Background: an optimization exercise with open tools, aiming at a short achievable clock period and few clock cycles. Do not read the settings as production practice.
Function was checked by simulation only, so behaviour that the tests miss may differ from the original.
Power is estimated from default activity; no workload was simulated.

// MIPS
module MIPS(clk,rst,imem_addr,imem_rdata,dmem_addr,dmem_wdata,dmem_wmask,dmem_rdata,wb_en,wb_rd,wb_data);
    input clk;
    input rst;
    output [31:0] imem_addr;
    input  [31:0] imem_rdata;
    output [31:0] dmem_addr;
    output [31:0] dmem_wdata;
    output [3:0]  dmem_wmask;
    input  [31:0] dmem_rdata;
    output        wb_en;
    output [4:0]  wb_rd;
    output [31:0] wb_data;
    reg [31:0] pc;
    reg [31:0] ra_pred;        
    reg        fd_v;
    reg [31:0] fd_ir;
    reg [31:0] fd_pc4;
    reg        fd_pred;        
    reg        fd_pjr;         
    reg        fd_bfix;        
    reg [31:0] fd_rsv, fd_rtv;      
    reg        fd_ers, fd_ert;      
    reg        fd_wrs, fd_wrt;      
    reg        de_v;           
    reg        e_kill;         
    reg        de_we;
    reg [4:0]  de_rd;
    reg        de_ld;
    reg [2:0]  de_ldt;         
    reg [3:0]  de_mask;        
    reg [31:0] de_addr;        
    reg [31:0] de_a, de_b, de_s;
    reg        de_fa, de_fb;   
    reg        de_shv;
    reg [4:0]  de_sh;
  ...
For scale: roughly 8200 cells after synthesis, about 1700 flip-flops, about 200 I/O pins, roughly 93000 um2 of cells after synthesis.
Settings: LEC_CHECK=0, ABC_CLOCK_PERIOD_IN_PS=3500, CAP_MARGIN=20, CORE_MARGIN=2, CORE_UTILIZATION=40, PLACE_DENSITY=0.6, SLEW_MARGIN=20; clock period 11.0 ns.
standard.sh (not shown) runs the stock make flow with config.mk's settings and CLKGATE_MAP_FILE= SYNTH_SCRIPT=/design/flow/synth_recipe.tcl, a recipe that flattens the netlist after the stock synthesis.
==> flow/flow/run.sh <==
#!/bin/bash
# Standard ORFS layout (the standard.sh, unchanged synthesis), with
#  - the port buffers (one per input and output, as in the standard flow)
#    made buf_4 instead of the smallest buffer.
# The SDC (clock period, I/O delays, loads) is the design's, untouched.
set -euo pipefail
bash standard.sh SETUP_SLACK_MARGIN=7.5 TNS_END_PERCENT=100 \
  "BUFFER_PORTS_ARGS=-buffer_cell sky130_fd_sc_hd__buf_4" finish > run_standard.log 2>&1
The first run passed the timing, DRC and antenna checks.
Testbench counts at the start, summed over its fixed seeds: cycles 31,989.
Edit:
--- a/flow/design.v
+++ b/flow/design.v
@@ -34,25 +34,25 @@
     reg        de_shv;
     reg [4:0]  de_sh;
     reg        de_add, de_sub, de_and, de_or, de_xor, de_nor, de_slt, de_sltu, de_sll, de_srl, de_sra;
     reg        de_br;
     reg [2:0]  de_brt;         
     reg        de_pred;
     reg        de_eqab, de_az;      
     reg [31:0] de_alt;
     reg        ew_we;
     reg [4:0]  ew_rd;
     reg [31:0] ew_sum, ew_dif, ew_oth, ew_ld;    
     reg [31:0] wq_a, wq_b;     
-    reg [31:0] wo_a, wo_b;     
+    reg [31:0] wo_s, wo_d, wo_o;   
     reg [31:0] rf [1:31];
     wire [31:0] ew_res = ew_sum | ew_dif | ew_oth | ew_ld;
     wire [31:0] wq     = wq_a | wq_b;
     wire [31:0] pc4    = pc + 32'd4;
     wire [5:0]  f_op   = imem_rdata[31:26];
     wire [4:0]  f_rs   = imem_rdata[25:21];
     wire [4:0]  f_rt   = imem_rdata[20:16];
     wire        f_jmp  = (f_op == 6'b000010) | (f_op == 6'b000011);
     wire        f_br   = (f_op == 6'b000001) | (f_op[5:2] == 4'b0001);
     wire        f_pred = f_br & imem_rdata[15];
     localparam FBW = 16;
     wire [FBW:0] f_blo = {1'b0, pc4[FBW+1:2]} + {1'b0, imem_rdata[FBW-1:0]};
@@ -299,43 +299,44 @@
         if (rst) ew_we <= 1'b0;
         else     ew_we <= de_we & ~e_kill;
     end
     always @(posedge clk) begin
         ew_rd  <= de_rd;
         ew_sum <= de_add ? sum : 32'd0;
         ew_dif <= de_sub ? diff : 32'd0;
         ew_oth <= alu_oth;
         ew_ld  <= de_ld ? ldata : 32'd0;
         wq_a <= (sum & {32{de_add}}) | (diff & {32{de_sub}});
         wq_b <= de_ld ? ldata : alu_oth;
         if (de_we) begin
-            wo_a <= (sum & {32{de_add}}) | (diff & {32{de_sub}});
-            wo_b <= de_ld ? ldata : alu_oth;
+            wo_s <= sum & {32{de_add}};
+            wo_d <= diff & {32{de_sub}};
+            wo_o <= de_ld ? ldata : alu_oth;
         end
     end
     integer i;
     always @(posedge clk) begin
         if (rst) begin
             for (i = 1; i < 32; i = i + 1) rf[i] <= 32'd0;
         end else if (ew_we && ew_rd != 5'd0) begin
             rf[ew_rd] <= wq;
         end
     end
     assign imem_addr  = pc;
     assign dmem_addr  = de_addr;
     assign dmem_wdata = de_s;
     assign dmem_wmask = de_mask & {4{~e_kill}};
     assign wb_en      = ew_we;
     assign wb_rd      = ew_rd;
-    assign wb_data    = wo_a | wo_b;
+    assign wb_data    = wo_s | wo_d | wo_o;
 endmodule
 module ks_add #(parameter W = 32) (
     input  [W-1:0] a,
     input  [W-1:0] b,
     input          ci,
     output [W-1:0] s,
     output         co
 );
     localparam L = (W > 16) ? 5 : (W > 8) ? 4 : (W > 4) ? 3 : (W > 2) ? 2 : 1;
     reg [W-1:0] g [0:L];
     reg [W-1:0] p [0:L];
     integer k, j;
Result:
- The new run went through all stages and came out clean
- global-route usage came out lower by 0.56 points
- final cell count went up by 2.5%
- routed wire length came out lower by 0.96%
- cell area rose by 1.9%
- via count is higher by 1.8%
- power rose by 3.6%
- utilization is higher by 0.33 points
- synthesized cell count rises by 2.5%
Testbench counts after the change, summed over its fixed seeds: cycles 31,989.

-- static timing again, ports no longer ideal --
The results above use ideal ports. As a check the final layouts listed here were re-extracted and re-timed, cells and wires unchanged. Step 1 (the two cells are an assumption about what drives the block):
set clk [get_ports {clk}]
set_driving_cell -lib_cell sky130_fd_sc_hd__clkbuf_16 $clk
set_driving_cell -lib_cell sky130_fd_sc_hd__buf_2 [delete_from_list [all_inputs] $clk]
Step 2 adds t to the input delays and takes it off the output delays; t is the mean of the earliest and latest rising clock arrival at the registers after step 1. Input paths then give back, and output paths get back, about the clock's delay inside the block. Slacks: no drivers / after step 1 / after step 2; pairs: no drivers / after step 1.
| run | t, ns | setup slack, ns | hold slack, ns | pins driven straight from the clock port |
|---|---|---|---|---|
| the first run | 0.953 | 6.744 / 6.744 / 5.931 | 0.406 / 0.406 / 0.406 | 1 |
| the second run | 0.956 | 6.622 / 6.622 / 5.929 | 0.432 / 0.432 / 0.432 | 1 |
After both steps every run listed still meets setup and hold. The setup slack of the first run, which loses most, moves by 0.000 ns with the drivers and by -0.813 ns with both steps.
